What follows belongs to an exercise in optimizing a design on an open flow for small area; a production flow would make more cautious choices.
The RTL was checked by simulation tests, not by an equivalence proof against the original design.
Power figures rest on the tool's default switching activity, not on a simulated workload.

===== flow/run.sh =====
#!/bin/bash
# synth_recipe.tcl (not shown) runs the flow's synth.tcl, then flattens the netlist and writes it again
# the make line also repeats each setting of config.mk as NAME=value (left out here)
make -C /OpenROAD-flow-scripts/flow DESIGN_CONFIG=/design/flow/config.mk WORK_HOME=/design/flow/orfs CLKGATE_MAP_FILE= SYNTH_SCRIPT=/design/flow/synth_recipe.tcl finish

===== flow/config.mk =====
export PLATFORM = sky130hd
export DESIGN_NAME = pe_group
export DESIGN_NICKNAME = pe_group
export VERILOG_FILES = /design/flow/design.v
export SDC_FILE = /design/flow/constraint.sdc
export NUM_CORES = 4
export LEC_CHECK = 0
export CAP_MARGIN = 20
export CORE_MARGIN = 2
export CORE_UTILIZATION = 55
export CTS_CLUSTER_DIAMETER = 60
export CTS_CLUSTER_SIZE = 30
export GPL_TIMING_DRIVEN = 0
export SETUP_SLACK_MARGIN = 0.1
export SLEW_MARGIN = 20

===== flow/constraint.sdc =====
create_clock -name core_clock -period 5.5 [get_ports {clk}]
set_input_delay 1.1000 -clock core_clock [delete_from_list [all_inputs] [get_ports {clk}]]
set_output_delay 1.1000 -clock core_clock [all_outputs]
set_load 0.01 [all_outputs]

===== flow/design.v =====
module peg_fan (
	input clk,
	input rst,
	input i_valid,
	input [8:0] i_eq,
	input [127:0] i_p,
	output reg [7:0] o_valid,
	output [127:0] o_data
);
	wire [15:0] p0 = i_p[0 +: 16];
	wire [15:0] p1 = i_p[16 +: 16];
	wire [15:0] p2 = i_p[32 +: 16];
	wire [15:0] p3 = i_p[48 +: 16];
	wire [15:0] p4 = i_p[64 +: 16];
	wire [15:0] p5 = i_p[80 +: 16];
	wire [15:0] p6 = i_p[96 +: 16];
	wire [15:0] p7 = i_p[112 +: 16];
	wire e0 = i_eq[0], e1 = i_eq[1], e2 = i_eq[2], e3 = i_eq[3];
	wire e4 = i_eq[4], e5 = i_eq[5], e6 = i_eq[6];
	wire x13 = i_eq[7], x46 = i_eq[8];
	wire x24 = e3 ? e2 : i_eq[7];
	wire x35 = e3 ? e4 : i_eq[8];
	wire a0_both = ~e0 & ~e1;
	wire a0_left = ~e0 & e1;
	wire a6_both = ~e6 & ~e5;
	wire a6_right = ~e6 & e5;
	wire a2_both = ~e1 & ~e3 & ~e2;
	wire a2_right = e1 & ~e3 & ~e2;
	wire a2_left = ~e1 & e3 & ~e2;
	wire a2_byp = ~(a2_both | a2_right | a2_left);
	wire a4_both = ~e3 & ~e5 & ~e4;
	wire a4_right = e3 & ~e5 & ~e4;
	wire a4_left = ~e3 & e5 & ~e4;
	wire a4_byp = ~(a4_both | a4_right | a4_left);
	wire a1_both = e0 & e2 & ~e3 & ~e1;
	wire a1_right = ~a1_both & e2 & ~e3 & ~e1;
	wire a1_left = ~a1_both & ~a1_right & e0 & ~e1;
	wire a5_both = e4 & e6 & ~e3 & ~e5;
	wire a5_left = ~a5_both & e4 & ~e3 & ~e5;
	wire a5_right = ~a5_both & ~a5_left & e6 & ~e5;
	wire a3_both = e1 & e5 & ~x24 & ~x35;
	wire a3_right = ~a3_both & e5 & ~x35;
	wire a3_left = ~a3_both & ~a3_right & e1 & ~x24;
	reg [15:0] r_a0, r_a1, r_a2, r_a4, r_a5, r_a6;
	wire [15:0] n_a0 = (i_valid & a0_left) ? p1 : r_a0;
	wire [15:0] n_a2 = (i_valid & (a2_byp | a2_right)) ? p2 : r_a2;
	wire [15:0] n_a4 = (i_valid & (a4_byp | a4_left)) ? p5 : r_a4;
	wire [15:0] n_a6 = (i_valid & a6_right) ? p6 : r_a6;
	wire [15:0] o0 = e0 ? p0 + p1 : n_a0;
	wire [15:0] o2lo = e2 ? p2 + p3 : n_a2;
	wire [15:0] o2hi = e2 ? p2 + p3 : p3;
	wire [15:0] o4lo = e4 ? p4 + p5 : p4;
	wire [15:0] o4hi = e4 ? p4 + p5 : n_a4;
	wire [15:0] o6 = e6 ? p6 + p7 : n_a6;
	wire [15:0] n_a1 = (i_valid & a1_left) ? o2lo : (i_valid & a1_right) ? o0 : r_a1;
	wire [15:0] n_a5 = (i_valid & a5_left) ? o6 : (i_valid & a5_right) ? o4hi : r_a5;
	wire [15:0] s1 = o0 + o2lo;
	wire [15:0] o1 = e1 ? s1 : n_a1;
	wire [15:0] s5 = o4hi + o6;
	wire [15:0] o5 = e5 ? s5 : n_a5;
	wire [15:0] l3 = (x13 & e1) ? s1 : x13 ? n_a1 : o2hi;
	wire [15:0] r3 = (x46 & e5) ? s5 : x46 ? n_a5 : o4lo;
	always @ (posedge clk) begin
		if (rst) begin
			r_a0 <= 16'd0;
			r_a1 <= 16'd0;
			r_a2 <= 16'd0;
			r_a4 <= 16'd0;
			r_a5 <= 16'd0;
			r_a6 <= 16'd0;
		end else begin
			r_a0 <= n_a0;
			r_a1 <= n_a1;
			r_a2 <= n_a2;
			r_a4 <= n_a4;
			r_a5 <= n_a5;
			r_a6 <= n_a6;
		end
	end
	wire l1_0 = a1_both | a1_left;
	wire l1_2 = a1_both | a1_right;
	wire l5_4 = a5_both | a5_left;
	wire l5_6 = a5_both | a5_right;
	wire l3_1 = a3_both | a3_left;
	wire l3_5 = a3_both | a3_right;
	wire [7:0] w_v;
	assign w_v[0] = l1_0 | a0_both | a0_left;
	assign w_v[1] = l3_1 | a0_both;
	assign w_v[2] = l1_2 | a2_both | a2_left;
	assign w_v[3] = e3 | a2_both | a2_right;
	assign w_v[4] = l5_4 | a4_both | a4_left;
	assign w_v[5] = l3_5 | a4_both | a4_right;
	assign w_v[6] = l5_6 | a6_both;
	assign w_v[7] = a6_both | a6_right;
	wire [127:0] w_o;
	assign w_o[0 +: 16] = l1_0 ? o0 : p0;
	assign w_o[16 +: 16] = e1 ? s1 : p1;  
	assign w_o[32 +: 16] = l1_2 ? o2lo : p2;
	assign w_o[48 +: 16] = e3 ? l3 : p3;  
	assign w_o[64 +: 16] = l5_4 ? o4hi : p4;
	assign w_o[80 +: 16] = e5 ? s5 : p5;  
	assign w_o[96 +: 16] = l5_6 ? o6 : p6;
	assign w_o[112 +: 16] = p7;
	reg [127:0] r_o;
	reg [15:0] r_r3;
	assign o_data[47:0] = r_o[47:0];
	assign o_data[63:48] = r_o[63:48] + r_r3;
	assign o_data[127:64] = r_o[127:64];
	always @ (posedge clk) begin
		o_valid <= i_valid ? w_v : 8'd0;
		r_o <= w_o;
		r_r3 <= e3 ? r3 : 16'd0;
	end
endmodule
module mul8s (input [7:0] a, input [7:0] b, output [15:0] p);
	wire c100;
	wire c102;
	wire c104;
	wire c106;
	wire c108;
	wire c110;
	wire c112;
	wire c114;
	wire c116;
	wire c118;
	wire c120;
	wire c122;
	wire c124;
	wire c126;
	wire c128;
	wire c130;
	wire c132;
	wire c134;
	wire c136;
	wire c138;
	wire c140;
	wire c142;
	wire c144;
	wire c146;
	wire c148;
	wire c150;
	wire c152;
	wire c154;
	wire c156;
	wire c158;
	wire c160;
	wire c66;
	wire c68;
	wire c70;
	wire c72;
	wire c74;
	wire c76;
	wire c78;
	wire c80;
	wire c82;
	wire c84;
	wire c86;
	wire c88;
	wire c90;
	wire c92;
	wire c94;
	wire c96;
	wire c98;
	wire pp1;
	wire pp10;
	wire pp11;
	wire pp12;
	wire pp13;
	wire pp14;
	wire pp15;
	wire pp16;
	wire pp17;
	wire pp18;
	wire pp19;
	wire pp2;
	wire pp20;
	wire pp21;
	wire pp22;
	wire pp23;
	wire pp24;
	wire pp25;
	wire pp26;
	wire pp27;
	wire pp28;
	wire pp29;
	wire pp3;
	wire pp30;
	wire pp31;
	wire pp32;
	wire pp33;
	wire pp34;
	wire pp35;
	wire pp36;
	wire pp37;
	wire pp38;
	wire pp39;
	wire pp4;
	wire pp40;
	wire pp41;
	wire pp42;
	wire pp43;
	wire pp44;
	wire pp45;
	wire pp46;
	wire pp47;
	wire pp48;
	wire pp49;
	wire pp5;
	wire pp50;
	wire pp51;
	wire pp52;
	wire pp53;
	wire pp54;
	wire pp55;
	wire pp56;
	wire pp57;
	wire pp58;
	wire pp59;
	wire pp6;
	wire pp60;
	wire pp61;
	wire pp62;
	wire pp63;
	wire pp64;
	wire pp7;
	wire pp8;
	wire pp9;
	wire s101;
	wire s103;
	wire s105;
	wire s107;
	wire s109;
	wire s111;
	wire s113;
	wire s115;
	wire s117;
	wire s119;
	wire s121;
	wire s123;
	wire s125;
	wire s127;
	wire s129;
	wire s131;
	wire s133;
	wire s135;
	wire s137;
	wire s139;
	wire s141;
	wire s143;
	wire s145;
	wire s147;
	wire s149;
	wire s151;
	wire s153;
	wire s155;
	wire s157;
	wire s159;
	wire s65;
	wire s67;
	wire s69;
	wire s71;
	wire s73;
	wire s75;
	wire s77;
	wire s79;
	wire s81;
	wire s83;
	wire s85;
	wire s87;
	wire s89;
	wire s91;
	wire s93;
	wire s95;
	wire s97;
	wire s99;
	assign pp1 = ~(a[0] | b[0]);
	assign pp2 = ~(a[0] | b[1]);
	assign pp3 = ~(a[0] | b[2]);
	assign pp4 = ~(a[0] | b[3]);
	assign pp5 = ~(a[0] | b[4]);
	assign pp6 = ~(a[0] | b[5]);
	assign pp7 = ~(a[0] | b[6]);
	assign pp8 = a[0] | b[7];
	assign pp9 = ~(a[1] | b[0]);
	assign pp10 = ~(a[1] | b[1]);
	assign pp11 = ~(a[1] | b[2]);
	assign pp12 = ~(a[1] | b[3]);
	assign pp13 = ~(a[1] | b[4]);
	assign pp14 = ~(a[1] | b[5]);
	assign pp15 = ~(a[1] | b[6]);
	assign pp16 = a[1] | b[7];
	assign pp17 = ~(a[2] | b[0]);
	assign pp18 = ~(a[2] | b[1]);
	assign pp19 = ~(a[2] | b[2]);
	assign pp20 = ~(a[2] | b[3]);
	assign pp21 = ~(a[2] | b[4]);
	assign pp22 = ~(a[2] | b[5]);
	assign pp23 = ~(a[2] | b[6]);
	assign pp24 = a[2] | b[7];
	assign pp25 = ~(a[3] | b[0]);
	assign pp26 = ~(a[3] | b[1]);
	assign pp27 = ~(a[3] | b[2]);
	assign pp28 = ~(a[3] | b[3]);
	assign pp29 = ~(a[3] | b[4]);
	assign pp30 = ~(a[3] | b[5]);
	assign pp31 = ~(a[3] | b[6]);
	assign pp32 = a[3] | b[7];
	assign pp33 = ~(a[4] | b[0]);
	assign pp34 = ~(a[4] | b[1]);
	assign pp35 = ~(a[4] | b[2]);
	assign pp36 = ~(a[4] | b[3]);
	assign pp37 = ~(a[4] | b[4]);
	assign pp38 = ~(a[4] | b[5]);
	assign pp39 = ~(a[4] | b[6]);
	assign pp40 = a[4] | b[7];
	assign pp41 = ~(a[5] | b[0]);
	assign pp42 = ~(a[5] | b[1]);
	assign pp43 = ~(a[5] | b[2]);
	assign pp44 = ~(a[5] | b[3]);
	assign pp45 = ~(a[5] | b[4]);
	assign pp46 = ~(a[5] | b[5]);
	assign pp47 = ~(a[5] | b[6]);
	assign pp48 = a[5] | b[7];
	assign pp49 = ~(a[6] | b[0]);
	assign pp50 = ~(a[6] | b[1]);
	assign pp51 = ~(a[6] | b[2]);
	assign pp52 = ~(a[6] | b[3]);
	assign pp53 = ~(a[6] | b[4]);
	assign pp54 = ~(a[6] | b[5]);
	assign pp55 = ~(a[6] | b[6]);
	assign pp56 = a[6] | b[7];
	assign pp57 = a[7] | b[0];
	assign pp58 = a[7] | b[1];
	assign pp59 = a[7] | b[2];
	assign pp60 = a[7] | b[3];
	assign pp61 = a[7] | b[4];
	assign pp62 = a[7] | b[5];
	assign pp63 = a[7] | b[6];
	assign pp64 = ~(a[7] | b[7]);
	assign s65 = pp7 ^ pp14;
	assign c66 = pp7 & pp14;
	assign {c68, s67} = pp8 + pp15 + pp22;
	assign s69 = pp29 ^ pp36;
	assign c70 = pp29 & pp36;
	assign {c72, s71} = pp16 + pp23 + pp30;
	assign {c74, s73} = pp37 + pp44 + pp51;
	assign {c76, s75} = pp24 + pp31 + pp38;
	assign s77 = pp5 ^ pp12;
	assign c78 = pp5 & pp12;
	assign {c80, s79} = pp6 + pp13 + pp20;
	assign s81 = pp27 ^ pp34;
	assign c82 = pp27 & pp34;
	assign {c84, s83} = s65 + pp21 + pp28;
	assign {c86, s85} = pp35 + pp42 + pp49;
	assign {c88, s87} = c66 + s67 + s69;
	assign {c90, s89} = pp43 + pp50 + pp57;
	assign {c92, s91} = c68 + c70 + s71;
	assign {c94, s93} = s73 + pp58 + 1'b1;
	assign {c96, s95} = c72 + c74 + s75;
	assign {c98, s97} = pp45 + pp52 + pp59;
	assign {c100, s99} = c76 + pp32 + pp39;
	assign {c102, s101} = pp46 + pp53 + pp60;
	assign {c104, s103} = pp40 + pp47 + pp54;
	assign s105 = pp4 ^ pp11;
	assign c106 = pp4 & pp11;
	assign {c108, s107} = s77 + pp19 + pp26;
	assign {c110, s109} = c78 + s79 + s81;
	assign {c112, s111} = c80 + c82 + s83;
	assign {c114, s113} = c84 + c86 + s87;
	assign {c116, s115} = c88 + c90 + s91;
	assign {c118, s117} = c92 + c94 + s95;
	assign {c120, s119} = c96 + c98 + s99;
	assign {c122, s121} = c100 + c102 + s103;
	assign {c124, s123} = c104 + pp48 + pp55;
	assign s125 = pp3 ^ pp10;
	assign c126 = pp3 & pp10;
	assign {c128, s127} = s105 + pp18 + pp25;
	assign {c130, s129} = c106 + s107 + pp33;
	assign {c132, s131} = c108 + s109 + pp41;
	assign {c134, s133} = c110 + s111 + s85;
	assign {c136, s135} = c112 + s113 + s89;
	assign {c138, s137} = c114 + s115 + s93;
	assign {c140, s139} = c116 + s117 + s97;
	assign {c142, s141} = c118 + s119 + s101;
	assign {c144, s143} = c120 + s121 + pp61;
	assign {c146, s145} = c122 + s123 + pp62;
	assign {c148, s147} = c124 + pp56 + pp63;
	assign s149 = pp2 ^ pp9;
	assign c150 = pp2 & pp9;
	assign {c152, s151} = s125 + pp17 + c150;
	assign {c154, s153} = c126 + s127 + c152;
	assign {c156, s155} = c128 + s129 + c154;
	assign {c158, s157} = c130 + s131 + c156;
	assign {c160, s159} = c132 + s133 + c158;
	wire [8:0] hs = {1'b1, c148, c146, c144, c142, c140, c138, c136, c134} + {1'b0, pp64, s147, s145, s143, s141, s139, s137, s135} + c160;
	assign p = {hs, s159, s157, s155, s153, s151, s149, pp1};
endmodule
module pe_group # (
	parameter NUM_PEGS = 4,
	parameter NUM_PES = 8,
	parameter LOG2_PES = 3,
	parameter IN_DATA_TYPE = 8,
	parameter OUT_DATA_TYPE = 16)(
		clk,
		rst,
		i_data_valid,
		i_data_bus,
		i_stationary,
		i_dest_bus,
		i_vn_seperator,
		o_data_valid,
		o_data_bus
);
	input clk;
	input rst;
	input [NUM_PEGS -1 : 0] i_data_valid;
	input [NUM_PEGS * NUM_PES * IN_DATA_TYPE -1 : 0] i_data_bus;
	input [NUM_PEGS -1 : 0] i_stationary;
	input [NUM_PEGS * NUM_PES * LOG2_PES -1:0] i_dest_bus;
	input [NUM_PEGS * NUM_PES * LOG2_PES -1:0] i_vn_seperator;
	output [NUM_PEGS * NUM_PES -1:0] o_data_valid;
	output [NUM_PEGS * NUM_PES * OUT_DATA_TYPE -1:0] o_data_bus;
	genvar g;
	generate
		for (g = 0; g < NUM_PEGS; g = g + 1) begin : grp
			peg_slice u_peg (
				.clk(clk),
				.rst(rst),
				.i_valid(i_data_valid[g]),
				.i_stationary(i_stationary[g]),
				.i_data(i_data_bus[g*64 +: 64]),
				.i_dest(i_dest_bus[g*24 +: 24]),
				.i_vn(i_vn_seperator[g*24 +: 24]),
				.o_valid(o_data_valid[g*8 +: 8]),
				.o_data(o_data_bus[g*128 +: 128])
			);
		end
	endgenerate
endmodule
module peg_slice (
	input clk,
	input rst,
	input i_valid,
	input i_stationary,
	input [63:0] i_data,
	input [23:0] i_dest,
	input [23:0] i_vn,
	output [7:0] o_valid,
	output [127:0] o_data
);
	localparam NEQ = 9;
	localparam DEPTH = 6;  
	wire [63:0] w_sel;
	genvar p;
	generate
		for (p = 0; p < 8; p = p + 1) begin : xb
			assign w_sel[p*8 +: 8] = ~i_data[i_dest[p*3 +: 3]*8 +: 8];
		end
	endgenerate
	wire [2:0] v0 = i_vn[0 +: 3];
	wire [2:0] v1 = i_vn[3 +: 3];
	wire [2:0] v2 = i_vn[6 +: 3];
	wire [2:0] v3 = i_vn[9 +: 3];
	wire [2:0] v4 = i_vn[12 +: 3];
	wire [2:0] v5 = i_vn[15 +: 3];
	wire [2:0] v6 = i_vn[18 +: 3];
	wire [2:0] v7 = i_vn[21 +: 3];
	wire w_e3 = (v3 == v4);
	wire [NEQ-1:0] w_eq = {w_e3 ? (v4 == v6) : (v3 == v5), w_e3 ? (v1 == v3) : (v2 == v4),
		v6 == v7, v5 == v6, v4 == v5, w_e3, v2 == v3, v1 == v2, v0 == v1};
	localparam [NEQ-1:0] C_IDLE = 9'b0_0000_1110;
	localparam [NEQ-1:0] C_LOAD = 9'b0_0011_1000;
	wire [NEQ-1:0] w_code = ~i_valid ? C_IDLE : i_stationary ? C_LOAD : w_eq;
	reg [63:0] r_d [1:DEPTH];
	reg [NEQ-1:0] r_eq [1:DEPTH+1];
	integer k;
	always @ (posedge clk) begin
		r_d[1] <= w_sel;
		r_eq[1] <= w_code;
		for (k = 2; k <= DEPTH; k = k + 1) begin
			r_d[k] <= r_d[k-1];
			r_eq[k] <= r_eq[k-1];
		end
		r_eq[DEPTH+1] <= r_eq[DEPTH];
	end
	wire [NEQ-1:0] c6 = r_eq[DEPTH];
	wire [NEQ-1:0] c7 = r_eq[DEPTH+1];
	wire w_ld6 = c6[3] & c6[4] & c6[5] & ~c6[8] & ~c6[1];
	wire w_st7 = ~(c7[3] & ((c7[1] & c7[2] & ~c7[7]) | (c7[4] & c7[5] & ~c7[8])));
	reg [63:0] r_w;
	reg [127:0] r_p;
	wire [127:0] w_p;
	always @ (posedge clk) begin
		if (rst) begin
			r_w <= {64{1'b1}};  
		end else if (w_ld6) begin
			r_w <= r_d[DEPTH];
		end
	end
	generate
		for (p = 0; p < 8; p = p + 1) begin : mul
			mul8s u_mul (.a(r_d[DEPTH][p*8 +: 8]), .b(r_w[p*8 +: 8]), .p(w_p[p*16 +: 16]));
		end
	endgenerate
	always @ (posedge clk) begin
		r_p <= w_p;
	end
	peg_fan u_fan (
		.clk(clk),
		.rst(rst),
		.i_valid(w_st7),
		.i_eq(r_eq[DEPTH+1]),
		.i_p(r_p),
		.o_valid(o_valid),
		.o_data(o_data)
	);
endmodule

==> results of run 1 <==
==> worst register-to-register path, cell delays in order (launching register included) <==
cell	delay [ns]
dfxtp_1	0.39
ha_1	0.29
fa_1	0.42
a21o_1	0.19
a21oi_1	0.23
o21bai_1	0.09
a21oi_1	0.22
o21bai_1	0.15
a21oi_1	0.21
xor2_1	0.28
nand2_1	0.14
o21a_1	0.22
ha_1	0.35
nor2b_1	0.15
a41o_1	0.25
o41ai_4	0.38
o21ai_2	0.12
a31oi_2	0.21
xnor2_1	0.15
xnor2_1	0.15
nand2_1	0.13
a221o_1	0.37
==> cells in the mapped netlist (21+ instances only) <==
master,instances
dfxtp_1,3548
nor2_1,2200
inv_1,1837
fa_1,1372
nand2_1,1058
ha_1,900
clkbuf_1,776
or2_2,696
mux2i_1,675
a21oi_1,628
o21ai_0,540
mux4_2,512
buf_4,463
xnor2_1,369
xor2_1,314
nand3b_1,270
mux2_2,219
a21o_1,202
nor2b_1,147
buf_1,136
nand2b_1,118
a211oi_1,105
nand3_1,87
nor3_1,80
o21bai_1,75
a31oi_1,67
o21a_1,63
o211ai_1,40
and3_1,38
o21ai_1,33
or3_1,31
a21boi_0,29
buf_2,28
and2_1,27
a211o_1,22
nand4_1,22
o31ai_1,21
==> cell type report <==
class | instances | share of cell area (%)
Inverter | 1847 | 3.27
Clock inverter | 195 | 1.46
Tap cell | 4515 | 2.67
Clock buffer | 304 | 3.47
Timing Repair Buffer | 957 | 4.53
Multi-Input combinational cell | 11200 | 47.6
Sequential cell | 3548 | 33.5
Antenna cell | 23 | 0.0272
Buffer | 1387 | 3.40
==> layer usage <==
layer  part of all wire, %  vias up  global-route usage (%)
met5                 0.023        -                       0
met4                   6.1       18                    15.7
met3                   7.1     1101                    4.54
met2                    43     4573                    44.8
met1                    44    62900                    42.1
li1                      -    60600                       -
==> sequential cells by signal (all words and copies together) (netlist names) <==
signal / cells
grp.u_peg.u_fan.r_a5: 64
grp.u_peg.u_fan.r_a6: 64
grp.u_peg.r_w: 256
grp.u_peg.u_fan.r_o: 512
grp.u_peg.u_fan.r_a2: 64
grp.u_peg.u_fan.r_a0: 64
grp.u_peg.r_p: 512
grp.u_peg.r_eq: 252
grp.u_peg.u_fan.r_r3: 64
grp.u_peg.u_fan.r_a1: 64
grp.u_peg.u_fan.o_valid: 32
grp.u_peg.r_d: 1536
grp.u_peg.u_fan.r_a4: 64
==> power by group through the flow <==
stage / clock, mW / combinational, mW / sequential, mW
floorplan: 0 / 19.4 / 31.9
global placement: 0 / 30.2 / 33.5
detailed placement: 0 / 30.3 / 33.6
CTS: 22.8 / 30.6 / 33.0
global route: 23.7 / 33.5 / 33.5
finish: 22.3 / 31.2 / 33.1
==> kinds of logic after synthesis <==
group | count (synthesis) | synth area share [%]
and+or+nand+nor | 4832 | 12.0
DFF | 3548 | 38.3
buffers and inverters | 3254 | 7.56
adders and majority gates | 2272 | 20.9
AOI/OAI and AO/OA | 2021 | 6.74
muxes | 1408 | 11.2
xor gates and xnor gates | 685 | 3.25
==> layout by cell type, fill, tap and decap left out, types with 28 or more instances in the layout <==
master,instances
nor2_1,2196
a21oi_2,33
o21ai_1,48
inv_16,28
dfxtp_1,3535
clkbuf_16,287
nand2b_1,117
buf_1,138
a211oi_1,104
clkinv_8,33
nor3_1,80
nand3_1,87
a21o_1,202
o21a_1,63
a21oi_1,601
or3_1,31
inv_6,28
nand3b_1,270
xor2_1,311
clkbuf_2,87
mux2_2,219
a31oi_1,61
mux2i_1,672
nand2_1,1054
buf_4,502
fa_1,1372
o21bai_1,75
ha_1,900
and3_1,38
xnor2_1,365
clkdlybuf4s50_1,889
inv_1,1837
o211ai_1,40
o21ai_0,516
or2_2,696
mux4_2,512
nor2b_1,146
clkbuf_1,669
==> how the worst min path moves through the flow <==
stage	from	to	slack [ns]	cells after the start
4_1_cts	grp[2].u_peg.r_d[1][5]$_DFF_P_	grp[2].u_peg.r_d[2][5]$_DFF_P_	0.30	0
2_1_floorplan	grp[0].u_peg.r_d[1][0]$_DFF_P_	grp[0].u_peg.r_d[2][0]$_DFF_P_	0.31	0
5_1_grt	grp[2].u_peg.r_d[2][15]$_DFF_P_	grp[2].u_peg.r_d[3][15]$_DFF_P_	0.30	0
3_5_place_dp	grp[3].u_peg.r_eq[1][4]$_SDFF_PN0_	grp[3].u_peg.r_eq[2][4]$_DFF_P_	0.31	0
3_3_place_gp	grp[2].u_peg.r_eq[5][0]$_DFF_P_	grp[2].u_peg.r_eq[6][0]$_DFF_P_	0.31	0
6_report	grp[0].u_peg.r_d[2][27]$_DFF_P_	grp[0].u_peg.r_d[3][27]$_DFF_P_	0.30	0
==> per-stage QoR <==
stage	instances	total power [mW]
6_report	24000	86.6
5_1_grt	24000	90.7
4_1_cts	24000	86.4
3_5_place_dp	23400	63.9
3_3_place_gp	23400	63.7
2_1_floorplan	18000	51.2
==> timing repair <==
item / CTS / global route
pin swaps: 12 / 36
gates resized for setup: 69 / 271
endpoints found under the setup margin: 87 / 117
setup buffers: 15 / 29
==> impl_metrics.py, run 1 <==
metrics = {
    "outcome": {
        "status": "no timing/DRC/antenna violations",
    },
    "timing": {
        "tns_ns": 0,
        "rsz0062_at_grt": "no",
        "slew_viol_final": 0,
        "fin_ws_ns": 0.260,
        "relSlewSlack_pct": 17.1,
        "tightestPinTransition_ns": 1.23,
        "whs_ns": 0.303,
        "period_share_pct": 95.3,
        "skew_ns": 0.0513,
        "finalSetupViolCount": 0,
        "fin_crit_ns": 5.24,
        "hold_violations": 0,
        "fmax_mhz": 191,
    },
    "logic_synthesis": {
        "ys_seq_elements": 3548,
        "synthDistinctLibCells": 103,
        "synth-seq-area-share_pct": 38.3,
        "yosys.area.top_type": "dfxtp_1",
        "netlist_area_sq_um": 185000,
        "avgSynthCellArea_sq_um": 10.3,
        "synth.area.top_cells": "dfxtp_1 38%, fa_1 15%, mux4_2 6.2%",
        "synth_warnings": 6,
        "yosysTopAreaCellShare_pct": 38.3,
        "ys.flop_type": "dfxtp_1",
        "ys_async_sr_fraction_pct": 0,
        "syn_inst": 18000,
        "synth_edf_count": 0,
    },
    "global_routing": {
        "grt_max_degree": 31,
        "grtUsageTotal_pct": 29.9,
        "overflow": 0,
        "grt_pass1_vias": 127000,
        "grt_pass1_wl_um": 777000,
        "antenna_found_initial": 52,
    },
    "route": {
        "wl_um": 519000,
        "ant_nets": 0,
        "drt-initial-drc-count": 10500,
        "wire_per_inst_um": 21.6,
        "first_pass_iters": 6,
        "vias": 129000,
        "vias_per_cell": 5.38,
        "drcViolationCount": 0,
    },
    "clock_tree": {
        "clk_pin_slew_ns": 0.10,
        "cts-root-buf": "clkbuf_16",
        "ctsHtreeMaxLevel": 5,
        "cts_tree": "built",
        "hold_buffers": 0,
        "cts-buffers-inserted": 277,
        "clk_latency_ns": 0.94,
        "clock_sinks": 3548,
        "clock_path_buffers": 4,
    },
    "setup_path": {
        "crit_arrival_ns": 4.14,
        "rr_worst_depth": 21,
        "critPathKind": "reg -> out",
        "startpoint": "grp[0].u_peg.u_fan.r_o[49]$_DFF_P_",
        "cpMaxStageDelayCell": "clkdlybuf4s50_1",
        "crit_path_max_incr_delay_ns": 0.65,
        "start_kind": "register",
        "crit_chain": "ha_1 > a21o_1 > a21oi_1 > o21ai_0 > a21oi_1 > o21ai_1 > a21oi_2 > o21ai_1 > or2_2 > xor2_1 > clkdlybuf4s50_1",
        "cp-end-kind": "primary output",
        "worstPathBufferInverterCount": 1,
        "r2r_setup_slack_ns": 0.30,
        "critical-path-top-delay-family": "compound AO/OA/AOI/OAI gates",
        "cp_max_fo": 2,
        "cp.depth": 11,
        "required_ns": 4.40,
        "timing.rr.start": "grp[3].u_peg.r_p[32]$_DFF_P_",
        "rr_endpoint": "grp[3].u_peg.u_fan.r_o[63]$_DFF_P_",
        "cp-endpoint": "o_data_bus[57]",
    },
    "power": {
        "p_comb_share_pct": 36.0,
        "power.share.clock_pct": 25.8,
        "p_sw_share_pct": 36.8,
        "ir_drop_v": 0.000303,
        "p_leak_nw": 93.7,
        "pwr-share-seq_pct": 38.2,
        "p_sw_mw": 31.9,
        "cellPowerDensity_nw_per_um2": 409,
        "intPower_mw": 54.8,
    },
    "hold_path": {
        "hp-class": "reg -> reg",
    },
    "layout": {
        "drive_gt1_share_pct": 14.0,
        "postLayoutCellArea_sq_um": 212000,
        "syn_to_final_growth_pct": 14.2,
        "fillers": 28200,
        "fin_nets": 22000,
        "seq_area_sq_um": 71000,
        "utilization_pct": 63.0,
        "multi_input_area_sq_um": 101000,
    },
    "place": {
        "gp_congestion": 0.985,
        "place_ws_ns": -0.663,
        "dpl_cell_area_sq_um": 200000,
        "hpwlAfterDp_um": 412000,
        "port_buffers": 904,
    },
    "die": {
        "die_area_sq_um": 342000,
        "top_level_ports": 1002,
        "die-width_um": 585,
        "fp.dieH_um": 585,
        "start_util_pct": 55.2,
        "core_sq_um": 336000,
        "row_count": 213,
    },
    "flow_run": {
        "max-cap-violations": 0,
    },
}
==> run 2, diff against run 1 <==
==> flow/flow/run.sh (new file) <==
#!/bin/bash
# The standard layout (the standard.sh, with the standard flow's own synthesis), with the
# buffers that Yosys/ABC put in the netlist removed at floorplan instead of kept.
set -euo pipefail
bash standard.sh REMOVE_ABC_BUFFERS=1 finish > standard_flow.log 2>&1
==> flow/standard.sh (new file) <==
#!/bin/bash
# synth_recipe.tcl (not shown) runs the flow's synth.tcl, then flattens the netlist and writes it again
# the make line also repeats each setting of config.mk as NAME=value (left out here)
make -C /OpenROAD-flow-scripts/flow DESIGN_CONFIG=/design/flow/config.mk WORK_HOME=/design/flow/orfs CLKGATE_MAP_FILE= SYNTH_SCRIPT=/design/flow/synth_recipe.tcl "${@:-finish}"
removed: flow/run.sh
==> run 2 against run 1 <==
  * Critical path type is now reg -> reg
  * Via count decreased by 4.5%
  * Fmax about the same
  * Power decreased by 2.5%
  * Design area decreased by 2.2%
  * Sequential cell count unchanged
  * Still clean
  * Worst hold slack got worse by 0.017 ns
  * Core utilization decreased by 1.4 points
  * First-iteration DRC count decreased by 22%
  * Setup slack got worse by 0.0016 ns
==> impl_metrics.py, run 2 <==
metrics = {
    "die": {
        "fp.dieH_um": 585,
        "start_util_pct": 55.2,
        "core_sq_um": 336000,
        "die-width_um": 585,
        "row_count": 213,
        "die_area_sq_um": 342000,
        "top_level_ports": 1002,
    },
    "setup_path": {
        "crit_chain": "buf_12 > inv_8 > nor3_4 > buf_12 > o21a_4 > buf_4 > a21oi_4 > mux2i_1 > mux2i_2 > ha_1 > inv_1 > fa_1 > nor2b_1 > o21ai_0 > a21oi_1 > o21ai_0 > a21oi_1 > o21ai_0 > nor2b_1 > xnor2_1 > o22ai_1 > a311oi_4",
        "crit_path_max_incr_delay_ns": 0.50,
        "critPathKind": "reg -> reg",
        "start_kind": "register",
        "critical-path-top-delay-family": "compound AO/OA/AOI/OAI gates",
        "worstPathBufferInverterCount": 5,
        "cpMaxStageDelayCell": "a311oi_4",
        "cp_max_fo": 19,
        "cp_common_cell": "o21ai_0",
        "crit_arrival_ns": 6.04,
        "cp-end-kind": "register",
        "required_ns": 6.30,
    },
    "timing": {
        "slew_viol_final": 0,
        "rsz0062_at_grt": "yes",
        "hold_violations": 0,
        "relSlewSlack_pct": 16.5,
        "fin_ws_ns": 0.259,
        "fin_crit_ns": 5.24,
        "tightestPinTransition_ns": 1.25,
        "skew_ns": 0.0564,
        "fmax_mhz": 191,
        "whs_ns": 0.286,
        "tns_ns": 0,
        "period_share_pct": 95.3,
        "finalSetupViolCount": 0,
    },
    "power": {
        "power.share.clock_pct": 26.8,
        "ir_drop_v": 0.000313,
        "intPower_mw": 53.6,
        "p_sw_mw": 30.8,
        "pwr-share-seq_pct": 39.8,
        "p_leak_nw": 90.8,
        "p_comb_share_pct": 33.3,
        "cellPowerDensity_nw_per_um2": 408,
        "p_sw_share_pct": 36.5,
    },
    "clock_tree": {
        "hold_buffers": 0,
        "cts-buffers-inserted": 275,
        "cts-root-buf": "clkbuf_16",
        "ctsHtreeMaxLevel": 5,
        "clk_latency_ns": 0.96,
        "clock_path_buffers": 4,
        "clock_sinks": 3548,
        "cts_tree": "built",
        "clk_pin_slew_ns": 0.11,
    },
    "global_routing": {
        "antenna_found_initial": 89,
        "grt_max_degree": 105,
        "grt_pass1_vias": 123000,
        "grtUsageTotal_pct": 29.8,
        "overflow": 0,
        "grt_pass1_wl_um": 767000,
    },
    "route": {
        "drt-initial-drc-count": 8155,
        "drcViolationCount": 0,
        "vias_per_cell": 5.40,
        "ant_nets": 0,
        "first_pass_iters": 7,
        "wire_per_inst_um": 22.5,
        "vias": 123000,
        "wl_um": 513000,
    },
    "logic_synthesis": {
        "yosys-top-cells-count": "3548 x dfxtp_1, 2200 x nor2_1, 1837 x inv_1",
        "yosysTopAreaCellShare_pct": 38.3,
        "syn_inst": 18000,
        "synth_edf_count": 0,
        "ys_async_sr_fraction_pct": 0,
        "ys.flop_type": "dfxtp_1",
        "synthMostInstantiatedCell": "dfxtp_1",
        "netlist_area_sq_um": 185000,
        "yosys.area.top_type": "dfxtp_1",
        "avgSynthCellArea_sq_um": 10.3,
        "synthDistinctLibCells": 103,
        "synth-seq-area-share_pct": 38.3,
        "synth.area.top_cells": "dfxtp_1 38%, fa_1 15%, mux4_2 6.2%",
        "synth_warnings": 6,
        "ys_seq_elements": 3548,
    },
    "layout": {
        "final_cell_mix": "3485 x dfxtp_1, 2190 x nor2_1, 1830 x inv_1",
        "final_common_cell": "dfxtp_1",
        "largest_reg_flops": 1536,
        "drive_gt1_share_pct": 12.8,
        "largest_registers": "grp.u_peg.r_d x1536, grp.u_peg.r_p x512, grp.u_peg.u_fan.r_o x512",
        "syn_to_final_growth_pct": 11.7,
        "top_register": "grp.u_peg.r_d",
        "fin_nets": 20800,
    },
    "outcome": {
        "status": "no timing/DRC/antenna violations",
    },
    "place": {
        "place_ws_ns": -2.25,
        "port_buffers": 1001,
        "hpwlAfterDp_um": 399000,
        "gp_congestion": 0.959,
    },
    "hold_path": {
        "hp-class": "reg -> reg",
    },
    "flow_run": {
        "max-cap-violations": 0,
    },
}
-- run 2: changes by cell type in the layout (fill, tap and decap cells not counted), sizes merged --
cell	delta
buf	-514
bufinv	+1
clkbuf	-765
clkdlybuf4s15	-2
clkdlybuf4s50	+61
clkinv	+4
clkinvlp	+9
diode	+44
dlygate4sd2	+5
dlymetal6s2s	-3
inv	+3
or3	+3
-- run 2: metal layers --
layer  track usage, %  routed length, um
met1             38.1             211000
met2             49.3             242000
met5                0                420
met4             13.7              26900
met3             5.03              32200
-- run 2: cell type report --
| class | instances | area, sq um |
|---|---|---|
| Antenna cell | 67 | 168 |
| Clock buffer | 293 | 7180 |
| Clock inverter | 208 | 3450 |
| Fill cell | 28000 | 129000 |
| Inverter | 1847 | 6970 |
| Multi-Input combinational cell | 11200 | 101000 |
| Sequential cell | 3548 | 71200 |
| Tap cell | 4515 | 5650 |
| Timing Repair Buffer | 1137 | 11400 |
| Timing Repair inverter | 4 | 20.0 |
-- run 2: final timing paths --
kind / startpoint / to / slack (ns) / depth (start not counted)
worst min register to register: grp[0].u_peg.r_d[2][17]$_DFF_P_ / grp[0].u_peg.r_d[3][17]$_DFF_P_ / 0.29 / 0
worst max register to register: grp[1].u_peg.r_eq[7][5]$_DFF_P_ / grp[1].u_peg.u_fan.r_o[56]$_DFF_P_ / 0.26 / 22
worst max-delay path: grp[1].u_peg.r_eq[7][5]$_DFF_P_ / grp[1].u_peg.u_fan.r_o[56]$_DFF_P_ / 0.26 / 22
worst min-delay path: grp[0].u_peg.r_d[2][17]$_DFF_P_ / grp[0].u_peg.r_d[3][17]$_DFF_P_ / 0.29 / 0
-- run 2: what timing repair did --
| item | CTS | global route |
|---|---|---|
| cloned | 5 | 3 |
| pin swaps | 20 | 32 |
| buffers inserted | 49 | 35 |
| resized for setup | 112 | 128 |
| endpoints found under the setup margin | 206 | 82 |
-- run 2: logic make-up (layout without fill, tap and decap cells) --
| family | Yosys count | count (layout) | synth area share [%] |
|---|---|---|---|
| and+or+nand+nor | 4832 | 4835 | 12.0 |
| DFF | 3548 | 3548 | 38.3 |
| buffers and inverters | 3254 | 3489 | 7.56 |
| adders and majority gates | 2272 | 2272 | 20.9 |
| AOI/OAI and AO/OA | 2021 | 2021 | 6.74 |
| muxes | 1408 | 1408 | 11.2 |
| xor gates and xnor gates | 685 | 685 | 3.25 |
| other | 0 | 67 | 0 |
-- run 2: power by group through the flow --
stage / Sequential [mW] / Clock, mW / Combinational [mW]
2_1_floorplan: 32.9 / 0 / 16.7
3_3_place_gp: 34.3 / 0 / 27.3
5_1_grt: 34.0 / 24.2 / 30.6
4_1_cts: 33.7 / 23.2 / 27.8
6_report: 33.6 / 22.7 / 28.1
3_5_place_dp: 34.2 / 0 / 27.4
-- run 2: through the flow --
stage	cell area [sq um]	util, %	power, mW	cells
2_1_floorplan	178000	-	49.5	16600
3_3_place_gp	194000	57.7	61.6	22100
3_5_place_dp	195000	58.0	61.7	22200
4_1_cts	206000	61.4	84.6	22700
5_1_grt	207000	61.6	88.8	22800
6_report	207000	61.6	84.4	22800
==> run 3, diff against run 2 <==
--- a/flow/config.mk
+++ b/flow/config.mk
@@ -8,7 +8,8 @@
 export CAP_MARGIN = 20
 export CORE_MARGIN = 2
-export CORE_UTILIZATION = 55
-export CTS_CLUSTER_DIAMETER = 60
-export CTS_CLUSTER_SIZE = 30
+export CORE_UTILIZATION = 68
+export CTS_BUF_LIST = sky130_fd_sc_hd__clkbuf_8
+export CTS_CLUSTER_DIAMETER = 50
+export CTS_CLUSTER_SIZE = 20
 export GPL_TIMING_DRIVEN = 0
 export SETUP_SLACK_MARGIN = 0.1
==> run 3 against run 2 <==
  * Design area down 1.9%
  * Combinational power about the same
  * Cell count is 3.7% lower
  * Setup slack got worse by 0.046 ns
  * Still clean
  * Die area down 19%
  * Clock power down 21%
  * Global-route usage up 5.6 points
  * Power down 5.3%
==> impl_metrics.py, run 3 <==
metrics = {
    "die": {
        "fp.dieH_um": 526,
        "core_sq_um": 271000,
        "row_count": 191,
        "die-width_um": 526,
        "top_level_ports": 1002,
        "die_area_sq_um": 277000,
        "start_util_pct": 68.4,
    },
    "setup_path": {
        "cp-end-kind": "register",
        "rr_worst_depth": 21,
        "critPathKind": "reg -> reg",
        "timing.rr.start": "grp[3].u_peg.r_eq[7][7]$_DFF_P_",
        "required_ns": 6.44,
        "start_kind": "register",
        "rr_endpoint": "grp[3].u_peg.u_fan.r_o[63]$_DFF_P_",
        "r2r_setup_slack_ns": 0.21,
        "crit_arrival_ns": 6.23,
        "cp_max_fo": 26,
    },
    "route": {
        "vias_per_cell": 5.78,
        "first_pass_iters": 6,
        "ant_nets": 0,
        "wl_met3_um": 51200,
        "vias": 127000,
        "dr_wl_met2_um": 211000,
        "drt-initial-drc-count": 11000,
        "top_layer_used": "met5",
        "drcViolationCount": 0,
        "wl_um": 495000,
        "wl_met1_um": 201000,
        "wire_per_inst_um": 22.5,
    },
    "timing": {
        "relSlewSlack_pct": 16.0,
        "fin_ws_ns": 0.212,
        "rsz0062_at_grt": "yes",
        "tightestPinTransition_ns": 1.23,
        "whs_ns": 0.290,
        "skew_ns": 0.0763,
        "fmax_mhz": 189,
        "slew_viol_final": 0,
        "hold_violations": 0,
        "fin_crit_ns": 5.29,
        "period_share_pct": 96.1,
        "tns_ns": 0,
        "finalSetupViolCount": 0,
    },
    "hold_path": {
        "hp-class": "reg -> reg",
        "hold_path_end": "grp[3].u_peg.r_d[3][40]$_DFF_P_",
        "worstHoldStart": "grp[3].u_peg.r_d[2][40]$_DFF_P_",
        "min_delay_path_depth": 0,
    },
    "logic_synthesis": {
        "ys.flop_type": "dfxtp_1",
        "synth_edf_count": 0,
        "yosysTopAreaCellShare_pct": 38.3,
        "synthDistinctLibCells": 103,
        "yosys.area.top_type": "dfxtp_1",
        "yosys-top-cells-count": "3548 x dfxtp_1, 2200 x nor2_1, 1837 x inv_1",
        "syn_inst": 18000,
        "avgSynthCellArea_sq_um": 10.3,
        "ys_seq_elements": 3548,
        "synthMostInstantiatedCell": "dfxtp_1",
        "synth_warnings": 6,
        "netlist_area_sq_um": 185000,
        "ys_async_sr_fraction_pct": 0,
        "synth.area.top_cells": "dfxtp_1 38%, fa_1 15%, mux4_2 6.2%",
        "synth-seq-area-share_pct": 38.3,
    },
    "global_routing": {
        "antenna_found_initial": 91,
        "grt_max_degree": 125,
        "overflow": 0,
        "grt_pass1_wl_um": 749000,
        "grtUsageTotal_pct": 35.4,
        "grt_pass1_vias": 125000,
    },
    "layout": {
        "drive_gt1_share_pct": 13.4,
        "fillers": 19200,
        "largest_reg_flops": 1536,
        "instances_no_fill": 22000,
        "multi_input_area_sq_um": 101000,
        "utilization_pct": 75.0,
        "final_cell_mix": "3469 x dfxtp_1, 2189 x nor2_1, 1838 x inv_1",
        "largest_registers": "grp.u_peg.r_d x1536, grp.u_peg.r_p x512, grp.u_peg.u_fan.r_o x512",
        "seq_area_sq_um": 71200,
        "syn_to_final_growth_pct": 9.57,
        "postLayoutCellArea_sq_um": 203000,
        "final_common_cell": "dfxtp_1",
        "top_register": "grp.u_peg.r_d",
        "fin_nets": 20800,
    },
    "clock_tree": {
        "clk_pin_slew_ns": 0.11,
        "cts-buffers-inserted": 328,
        "ctsHtreeMaxLevel": 5,
        "clk_latency_ns": 1.10,
        "cts-root-buf": "clkbuf_8",
        "clock_path_buffers": 4,
        "cts_tree": "built",
        "hold_buffers": 0,
        "clock_sinks": 3548,
    },
    "place": {
        "place_ws_ns": -2.07,
        "hpwlAfterDp_um": 381000,
        "port_buffers": 1001,
        "dpl_cell_area_sq_um": 194000,
        "gp_congestion": 0.981,
        "dp_cells": 21200,
    },
    "flow_run": {
        "max-cap-violations": 0,
    },
    "power": {
        "cellPowerDensity_nw_per_um2": 394,
        "ir_drop_v": 0.000398,
        "p_leak_nw": 89.6,
        "power.total_mw": 80.0,
    },
    "outcome": {
        "status": "no timing/DRC/antenna violations",
    },
}
## run 3: final cells by class
type | count | share of cell area, %
repair inverters | 3 | 0.00739
repair buffers | 1142 | 5.62
well taps | 3570 | 2.20
diodes | 82 | 0.101
inverters | 1847 | 3.43
clock buffers | 352 | 2.38
multi-input cells | 11200 | 49.8
clock inverters | 224 | 1.43
flip-flops and latches | 3548 | 35.0
## run 3: how the worst max path moves through the flow
stage,start,endpoint,slack [ns],depth (start not counted)
3_5_place_dp,grp[3].u_peg.r_eq[7][2]$_DFF_P_,grp[3].u_peg.u_fan.r_o[62]$_DFF_P_,-2.07,21
4_1_cts,grp[3].u_peg.r_eq[7][5]$_DFF_P_,grp[3].u_peg.u_fan.r_o[62]$_DFF_P_,0.02,22
2_1_floorplan,grp[3].u_peg.r_eq[7][5]$_DFF_P_,grp[3].u_peg.u_fan.r_o[63]$_DFF_P_,-0.1,21
3_3_place_gp,rst,grp[0].u_peg.u_fan.r_a5[10]$_SDFF_PP0_,-15.91,2
6_report,grp[3].u_peg.r_eq[7][7]$_DFF_P_,grp[3].u_peg.u_fan.r_o[63]$_DFF_P_,0.21,21
5_1_grt,grp[3].u_peg.r_eq[7][5]$_DFF_P_,grp[3].u_peg.u_fan.r_o[62]$_DFF_P_,-0.02,23
## run 3: timing repair
action	4_1_cts	5_1_grt
setup buffers	56	33
resized for setup	134	144
endpoints found under the hold margin	0	0
setup endpoints to repair	226	77
pin swaps	36	39
gates cloned	4	2
## run 3: kinds of logic (layout without fill, tap and decap cells)
family / Yosys count / count (layout) / share of synthesized area, %
other cells: 0 / 82 / 0
flops: 3548 / 3548 / 38.3
compound gates: 2021 / 2021 / 6.74
xor+xnor: 685 / 685 / 3.25
fa+ha+maj: 2272 / 2272 / 20.9
simple gates: 4832 / 4835 / 12.0
buf+inv: 3254 / 3568 / 7.56
mux: 1408 / 1408 / 11.2
## run 3: per-layer routing
layer / vias to the layer above / track usage, %
met3: 1013 / 8.53
li1: 58300 / -
met5: - / 0
met4: 44 / 18.8
met1: 62100 / 48.6
met2: 5601 / 52.1
## run 3: worst max-delay path, stage by stage (launching register included)
cell	delay [ns]
dfxtp_4	0.54
and2b_4	0.29
a22oi_4	0.22
nor2_4	0.09
or3_4	0.46
nor2_1	0.15
a21oi_2	0.07
mux2_2	0.30
inv_1	0.07
ha_1	0.23
a21o_1	0.19
a21o_1	0.21
a21oi_2	0.20
o21ai_1	0.15
a41o_1	0.33
o41ai_4	0.30
o21ai_1	0.17
a31oi_1	0.22
xnor2_1	0.17
xnor2_1	0.14
nand2_1	0.12
a221o_2	0.50
## run 3: power breakdown
| part | leakage [nW] | internal (mW) | switching [mW] |
|---|---|---|---|
| clock network | 3.86 | 7.45 | 10.5 |
| logic | 56.2 | 12.5 | 15.8 |
| registers | 29.5 | 30.1 | 3.70 |
==> run 4, diff against run 3 <==
--- a/flow/config.mk
+++ b/flow/config.mk
@@ -8,5 +8,5 @@
 export CAP_MARGIN = 20
 export CORE_MARGIN = 2
-export CORE_UTILIZATION = 68
+export CORE_UTILIZATION = 60
 export CTS_BUF_LIST = sky130_fd_sc_hd__clkbuf_8
 export CTS_CLUSTER_DIAMETER = 50
==> run 4 against run 3 <==
  * Still clean
  * Routed wire length rose by 1.1%
  * First-iteration DRC count is 12% lower
  * Design area grew 0.63%
  * Sequential power about the same
  * Cell count up 2.6%
  * Critical path type unchanged
==> impl_metrics.py, run 4 <==
metrics = {
    "outcome": {
        "status": "no timing/DRC/antenna violations",
    },
    "die": {
        "die-width_um": 560,
        "die_area_sq_um": 313000,
        "row_count": 204,
        "fp.dieH_um": 560,
        "top_level_ports": 1002,
        "core_sq_um": 308000,
        "start_util_pct": 60.2,
    },
    "layout": {
        "instances_no_fill": 22600,
        "largest_reg_flops": 1536,
        "postLayoutCellArea_sq_um": 204000,
        "largest_registers": "grp.u_peg.r_d x1536, grp.u_peg.r_p x512, grp.u_peg.u_fan.r_o x512",
        "fin_nets": 20900,
        "top_register": "grp.u_peg.r_d",
        "final_common_cell": "dfxtp_1",
        "drive_gt1_share_pct": 13.6,
        "final_cell_mix": "3478 x dfxtp_1, 2192 x nor2_1, 1841 x inv_1",
        "syn_to_final_growth_pct": 10.3,
    },
    "route": {
        "drt-initial-drc-count": 9719,
        "top_layer_used": "met5",
        "wl_um": 500000,
        "vias_per_cell": 5.54,
        "vias": 125000,
        "wl_met3_um": 37900,
        "wl_met1_um": 200000,
        "dr_wl_met2_um": 233000,
        "wire_per_inst_um": 22.2,
        "ant_nets": 0,
        "first_pass_iters": 6,
        "drcViolationCount": 0,
    },
    "global_routing": {
        "grt_pass1_vias": 124000,
        "grt_pass1_wl_um": 757000,
        "antenna_found_initial": 96,
        "grtUsageTotal_pct": 31.7,
        "overflow": 0,
        "grt_max_degree": 111,
    },
    "setup_path": {
        "cp-end-kind": "register",
        "crit_chain": "nand2b_2 > nor2_4 > o21a_4 > buf_4 > a21oi_4 > buf_4 > buf_4 > mux2i_1 > a21oi_1 > ha_1 > and3_1 > a311o_1 > a211o_1 > nand2_2 > o21ai_2 > a31oi_4 > xnor2_1 > xor2_1 > o221ai_2",
        "worstPathBufferInverterCount": 3,
        "critPathKind": "reg -> reg",
        "cpMaxStageDelayCell": "dfxtp_2",
        "critical-path-top-delay-family": "compound AO/OA/AOI/OAI gates",
        "timing.rr.start": "grp[1].u_peg.r_eq[7][2]$_DFF_P_",
        "required_ns": 6.44,
        "startpoint": "grp[1].u_peg.r_eq[7][2]$_DFF_P_",
        "cp_max_fo": 17,
        "crit_arrival_ns": 6.18,
        "start_kind": "register",
        "cp_common_cell": "buf_4",
        "crit_path_max_incr_delay_ns": 0.62,
    },
    "power": {
        "p_sw_mw": 30.5,
        "p_leak_nw": 90.0,
        "ir_drop_v": 0.000329,
        "p_sw_share_pct": 37.8,
        "pwr-share-seq_pct": 41.7,
        "p_comb_share_pct": 34.7,
        "intPower_mw": 50.3,
        "power.share.clock_pct": 23.5,
        "cellPowerDensity_nw_per_um2": 396,
    },
    "timing": {
        "period_share_pct": 95.2,
        "fmax_mhz": 191,
        "tightestPinTransition_ns": 1.11,
        "relSlewSlack_pct": 23.6,
        "tns_ns": 0,
        "fin_ws_ns": 0.264,
        "rsz0062_at_grt": "yes",
        "finalSetupViolCount": 0,
        "fin_crit_ns": 5.24,
        "slew_viol_final": 0,
        "hold_violations": 0,
        "skew_ns": 0.101,
    },
    "hold_path": {
        "worstHoldStart": "grp[0].u_peg.r_d[5][33]$_DFF_P_",
        "hp-class": "reg -> reg",
    },
    "logic_synthesis": {
        "synth_top_family_by_area": "adder cells",
        "synth.area.top_cells": "dfxtp_1 38%, fa_1 15%, mux4_2 6.2%",
        "synthMostInstantiatedCell": "dfxtp_1",
        "synth-xor-area-share_pct": 3.25,
        "synth_edf_count": 0,
        "netlist_area_sq_um": 185000,
        "synth-seq-area-share_pct": 38.3,
        "avgSynthCellArea_sq_um": 10.3,
        "ys_seq_elements": 3548,
        "yosys.area.top_type": "dfxtp_1",
        "yosys-top-cells-count": "3548 x dfxtp_1, 2200 x nor2_1, 1837 x inv_1",
        "synthSimpleGateAreaFrac_pct": 12.0,
        "yosysTopAreaCellShare_pct": 38.3,
        "synth_compound_area_share_pct": 6.74,
        "synthDistinctLibCells": 103,
        "synth_warnings": 6,
        "ys.flop_type": "dfxtp_1",
        "syn_inst": 18000,
        "synth_mux_area_share_pct": 11.2,
        "synthAdderAreaFrac_pct": 20.9,
        "ys_async_sr_fraction_pct": 0,
    },
    "place": {
        "gp_congestion": 0.968,
        "place_ws_ns": -2.13,
        "dpl_cell_area_sq_um": 194000,
        "dp_cells": 21800,
        "hpwlAfterDp_um": 387000,
        "port_buffers": 1001,
    },
    "clock_tree": {
        "clock_sinks": 3548,
        "clk_pin_slew_ns": 0.11,
        "cts_tree": "built",
        "ctsHtreeMaxLevel": 5,
        "hold_buffers": 0,
        "clock_path_buffers": 4,
        "cts-buffers-inserted": 355,
        "cts-root-buf": "clkbuf_8",
        "clk_latency_ns": 1.12,
    },
    "flow_run": {
        "max-cap-violations": 0,
    },
}
==> run 4: cells by family after synthesis <==
| family | count (synthesis) |
|---|---|
| buffers and inverters | 3254 |
| adders and majority gates | 2272 |
| muxes | 1408 |
| DFF | 3548 |
| xor gates and xnor gates | 685 |
| and+or+nand+nor | 4832 |
| AOI/OAI and AO/OA | 2021 |
==> run 4: per-layer routing <==
metal  vias to the layer above  global-route usage (%)
li1                      58300                       -
met1                     61300                    40.7
met2                      4250                    51.5
met3                       991                    5.79
met4                        54                    16.0
met5                         -                       0
==> run 4: final timing paths <==
check	slack [ns]	endpoint	depth (start not counted)
worst max-delay path	0.26	grp[1].u_peg.u_fan.r_o[63]$_DFF_P_	19
worst min-delay path	0.30	grp[0].u_peg.r_d[6][33]$_DFF_P_	0
worst max register to register	0.26	grp[1].u_peg.u_fan.r_o[63]$_DFF_P_	19
worst min register to register	0.30	grp[0].u_peg.r_d[6][33]$_DFF_P_	0
==> run 4: layout make-up <==
| class | count | area (sq um) |
|---|---|---|
| Clock inverter | 257 | 3380 |
| Tap cell | 4120 | 5150 |
| Fill cell | 24700 | 104000 |
| Sequential cell | 3548 | 71200 |
| Inverter | 1847 | 6960 |
| Timing Repair inverter | 3 | 15.0 |
| Multi-Input combinational cell | 11200 | 101000 |
| Clock buffer | 374 | 5150 |
| Antenna cell | 46 | 115 |
| Timing Repair Buffer | 1145 | 11500 |
==> run 4: metrics by stage <==
stage	util [%]	hold slack (ns)	total power, mW
floorplan	-	0.310	49.5
global placement	62.8	0.310	61.7
detailed placement	63.1	0.312	61.8
CTS	66.1	0.297	80.9
global route	66.3	0.311	85.1
finish	66.4	0.297	80.9
==> run 4: timing repair <==
| action | in CTS | in global routing |
|---|---|---|
| gates resized for setup | 134 | 122 |
| pin swaps | 25 | 46 |
| setup buffers | 55 | 37 |
| cloned | 4 | 4 |
| setup endpoints to repair | 212 | 71 |
==> run 4: power by group through the flow <==
stage	clock network (mW)	logic [mW]	registers (mW)
after global routing	20.5	30.5	34.1
after detailed placement	0	27.4	34.3
final	19.0	28.1	33.8
after global placement	0	27.3	34.4
after floorplan	0	16.7	32.9
after CTS	19.4	27.7	33.8
==> run 5, diff against run 4 <==
--- a/flow/config.mk
+++ b/flow/config.mk
@@ -10,7 +10,7 @@
 export CORE_UTILIZATION = 60
 export CTS_BUF_LIST = sky130_fd_sc_hd__clkbuf_8
-export CTS_CLUSTER_DIAMETER = 50
-export CTS_CLUSTER_SIZE = 20
+export CTS_CLUSTER_DIAMETER = 45
+export CTS_CLUSTER_SIZE = 18
 export GPL_TIMING_DRIVEN = 0
-export SETUP_SLACK_MARGIN = 0.1
+export SETUP_SLACK_MARGIN = 0.05
 export SLEW_MARGIN = 20
==> run 5 against run 4 <==
  * Critical endpoint unchanged
  * Sequential share of layout area down 0.16 points
  * Count of clock-buffer cells in the layout rose by 49
  * Sequential power about the same
  * Highest routed layer unchanged
  * Power rose by 1.4%
  * Die area stayed put
  * Fmax decreased by 0.40%
  * Critical path type unchanged
==> impl_metrics.py, run 5 <==
metrics = {
    "outcome": {
        "status": "no timing/DRC/antenna violations",
    },
    "setup_path": {
        "critPathKind": "reg -> reg",
        "cpMaxStageDelayCell": "dfxtp_4",
        "r2r_setup_slack_ns": 0.24,
        "cp_common_cell": "a21oi_2",
        "critical-path-top-delay-family": "compound AO/OA/AOI/OAI gates",
        "worstPathBufferInverterCount": 1,
        "cp-end-kind": "register",
        "start_kind": "register",
        "crit_arrival_ns": 6.22,
        "crit_chain": "nand2b_2 > nor2_4 > o21a_4 > or3_4 > nor2_1 > a21oi_2 > mux2_2 > inv_1 > ha_1 > a21o_1 > a21oi_2 > o21ai_1 > or3_1 > a311o_1 > a211o_1 > nand2_2 > o21ai_2 > a31oi_4 > xnor2_1 > xor2_1 > o221ai_2",
        "required_ns": 6.46,
        "crit_path_max_incr_delay_ns": 0.55,
        "cp_max_fo": 20,
    },
    "timing": {
        "slew_viol_final": 0,
        "relSlewSlack_pct": 19.5,
        "whs_ns": 0.308,
        "tns_ns": 0,
        "tightestPinTransition_ns": 1.17,
        "skew_ns": 0.0868,
        "hold_violations": 0,
        "fmax_mhz": 190,
        "period_share_pct": 95.6,
        "fin_crit_ns": 5.26,
        "finalSetupViolCount": 0,
    },
    "power": {
        "p_leak_nw": 90.5,
        "p_comb_share_pct": 34.1,
        "cellPowerDensity_nw_per_um2": 400,
        "p_sw_share_pct": 37.6,
        "ir_drop_v": 0.000341,
        "intPower_mw": 51.2,
        "p_sw_mw": 30.9,
        "pwr-share-seq_pct": 41.2,
        "power.total_mw": 82.0,
        "power.share.clock_pct": 24.7,
    },
    "route": {
        "vias": 125000,
        "first_pass_iters": 6,
        "wl_um": 500000,
        "ant_nets": 0,
        "drcViolationCount": 0,
        "wire_per_inst_um": 22.1,
        "vias_per_cell": 5.53,
        "drt-initial-drc-count": 9928,
    },
    "place": {
        "gp_congestion": 0.968,
        "port_buffers": 1001,
        "hpwlAfterDp_um": 387000,
    },
    "logic_synthesis": {
        "synth_edf_count": 0,
        "yosys.area.top_type": "dfxtp_1",
        "ys_seq_elements": 3548,
        "ys.flop_type": "dfxtp_1",
        "synthDistinctLibCells": 103,
        "netlist_area_sq_um": 185000,
        "yosysTopAreaCellShare_pct": 38.3,
        "synth.area.top_cells": "dfxtp_1 38%, fa_1 15%, mux4_2 6.2%",
        "avgSynthCellArea_sq_um": 10.3,
        "syn_inst": 18000,
        "synthMostInstantiatedCell": "dfxtp_1",
        "synth-seq-area-share_pct": 38.3,
        "ys_async_sr_fraction_pct": 0,
        "yosys-top-cells-count": "3548 x dfxtp_1, 2200 x nor2_1, 1837 x inv_1",
        "synth_warnings": 6,
    },
    "layout": {
        "syn_to_final_growth_pct": 10.7,
        "utilization_pct": 66.6,
        "fillers": 24600,
        "final_cell_mix": "3492 x dfxtp_1, 2192 x nor2_1, 1847 x inv_1",
        "top_register": "grp.u_peg.r_d",
        "drive_gt1_share_pct": 13.8,
        "largest_registers": "grp.u_peg.r_d x1536, grp.u_peg.r_p x512, grp.u_peg.u_fan.r_o x512",
        "final_common_cell": "dfxtp_1",
        "fin_nets": 20900,
        "largest_reg_flops": 1536,
    },
    "clock_tree": {
        "clk_latency_ns": 1.13,
        "clock_sinks": 3548,
        "clk_pin_slew_ns": 0.10,
        "cts_tree": "built",
        "ctsHtreeMaxLevel": 5,
        "cts-buffers-inserted": 403,
        "clock_path_buffers": 4,
        "cts-root-buf": "clkbuf_8",
    },
    "die": {
        "row_count": 204,
        "die-width_um": 560,
        "core_sq_um": 308000,
        "top_level_ports": 1002,
        "die_area_sq_um": 313000,
        "fp.dieH_um": 560,
        "start_util_pct": 60.2,
    },
    "flow_run": {
        "max-cap-violations": 0,
    },
    "global_routing": {
        "antenna_found_initial": 87,
        "grt_pass1_vias": 125000,
        "grt_max_degree": 111,
        "overflow": 0,
        "grt_pass1_wl_um": 759000,
        "grtUsageTotal_pct": 31.7,
    },
    "hold_path": {
        "hp-class": "reg -> reg",
    },
}
==> run 5: worst reg2reg max path, stage by stage, from the launching register on <==
cell      delay, ns
dfxtp_4        0.55
nand2b_2       0.31
nor2_4         0.10
o21a_4         0.30
or3_4          0.53
nor2_1         0.16
a21oi_2        0.06
mux2_2         0.30
inv_1          0.06
ha_1           0.22
a21o_1         0.17
a21oi_2        0.19
o21ai_1        0.10
or3_1          0.35
a311o_1        0.33
a211o_1        0.32
nand2_2        0.10
o21ai_2        0.10
a31oi_4        0.20
xnor2_1        0.15
xor2_1         0.27
o221ai_2       0.22
==> run 5: what timing repair did <==
action                                 4_1_cts  5_1_grt
hold buffers                                 0        0
resized for setup                          127       97
buffers inserted                            48       32
endpoints found under the hold margin        0        0
gates cloned                                 4        2
setup endpoints to repair                  203       81
pin swaps                                   24       36
==> run 5: routing by layer <==
| metal | wire [um] | share of wire (%) | track usage, % | vias to the layer above |
|---|---|---|---|---|
| li1 | - | - | - | 58500 |
| met1 | 202000 | 40 | 40.9 | 61400 |
| met2 | 233000 | 46 | 51.6 | 4354 |
| met3 | 36900 | 7.4 | 5.66 | 984 |
| met4 | 28500 | 5.7 | 15.7 | 50 |
| met5 | 323 | 0.065 | 0 | - |
==> run 5: path summary, 6_finish.rpt <==
| check | from | endpoint | cells after the start |
|---|---|---|---|
| min reg2reg | grp[3].u_peg.r_d[4][13]$_DFF_P_ | grp[3].u_peg.r_d[5][13]$_DFF_P_ | 0 |
| max reg2reg | grp[1].u_peg.r_eq[7][7]$_DFF_P_ | grp[1].u_peg.u_fan.r_o[63]$_DFF_P_ | 21 |
| min | grp[3].u_peg.r_d[4][13]$_DFF_P_ | grp[3].u_peg.r_d[5][13]$_DFF_P_ | 0 |
| max | grp[1].u_peg.r_eq[7][7]$_DFF_P_ | grp[1].u_peg.u_fan.r_o[63]$_DFF_P_ | 21 |
==> run 5: final cells by class <==
type | count | area [sq um] | share of cell area, %
repair inverters | 3 | 15.0 | 0.00731
flip-flops and latches | 3548 | 71100 | 34.7
diodes | 43 | 108 | 0.0524
clock buffers | 423 | 5820 | 2.84
inverters | 1847 | 6970 | 3.39
well taps | 4120 | 5150 | 2.51
clock inverters | 307 | 3770 | 1.84
multi-input cells | 11200 | 101000 | 49.2
repair buffers | 1132 | 11400 | 5.55
==> run 5: power groups by stage <==
| stage | combinational, mW | clock, mW | sequential (mW) |
|---|---|---|---|
| floorplan | 16.7 | 0 | 32.9 |
| global placement | 27.3 | 0 | 34.4 |
| detailed placement | 27.4 | 0 | 34.3 |
| CTS | 27.7 | 20.7 | 33.8 |
| global route | 30.4 | 21.8 | 34.2 |
| finish | 28.0 | 20.3 | 33.8 |
==> run 5: cells by family (layout without fill, tap and decap cells) <==
| logic type | Yosys count | after routing | share of synthesized area, % |
|---|---|---|---|
| buffers and inverters | 3254 | 3712 | 7.56 |
| flip-flops | 3548 | 3548 | 38.3 |
| AND/OR/NAND/NOR | 4832 | 4835 | 12.0 |
| adder cells (fa/ha/maj) | 2272 | 2272 | 20.9 |
| XOR/XNOR | 685 | 685 | 3.25 |
| AO/OA/AOI/OAI | 2021 | 2021 | 6.74 |
| other | 0 | 43 | 0 |
| multiplexers | 1408 | 1408 | 11.2 |
==> run 5: stage by stage <==
| step | std cells | instance area [sq um] | worst slack, ns |
|---|---|---|---|
| final | 22600 | 205000 | 0.243 |
| after floorplan | 16600 | 178000 | -0.0952 |
| after global placement | 21700 | 194000 | -17.33 |
| after CTS | 22600 | 205000 | 0.0107 |
| after detailed placement | 21800 | 194000 | -2.13 |
| after global routing | 22600 | 205000 | -0.0261 |

-- what the ideal ports hide --
The flow's constraints put no driver on any port. The routed layouts listed below were extracted and timed again, unchanged, in two steps.
Step 1 assumes that a clkbuf_16 drives the clock port and a buf_2 every other input.
Step 2 times the ports against the registers' clock, not the clock port: input delays grow and output delays shrink by t, the midpoint of the rising clock arrivals with the driver on.
a / b / c = no drivers / after step 1 / after step 2; a / b = the first two.
| run | t (ns) | slack for setup (ns) | worst hold slack (ns) | pins driven straight from the clock port |
|---|---|---|---|---|
| run 1 | 1.045 | 0.260 / 0.136 / 0.297 | 0.303 / 0.303 / 0.303 | 1 |
| run 2 | 1.050 | 0.259 / 0.167 / 0.259 | 0.286 / 0.286 / 0.286 | 1 |
| run 3 | 1.187 | 0.212 / 0.133 / 0.212 | 0.290 / 0.233 / 0.290 | 1 |
| run 4 | 1.188 | 0.264 / 0.209 / 0.264 | 0.297 / 0.297 / 0.297 | 1 |
| run 5 | 1.210 | 0.243 / 0.179 / 0.243 | 0.308 / 0.308 / 0.308 | 1 |
After both steps setup and hold are still met in every run listed.
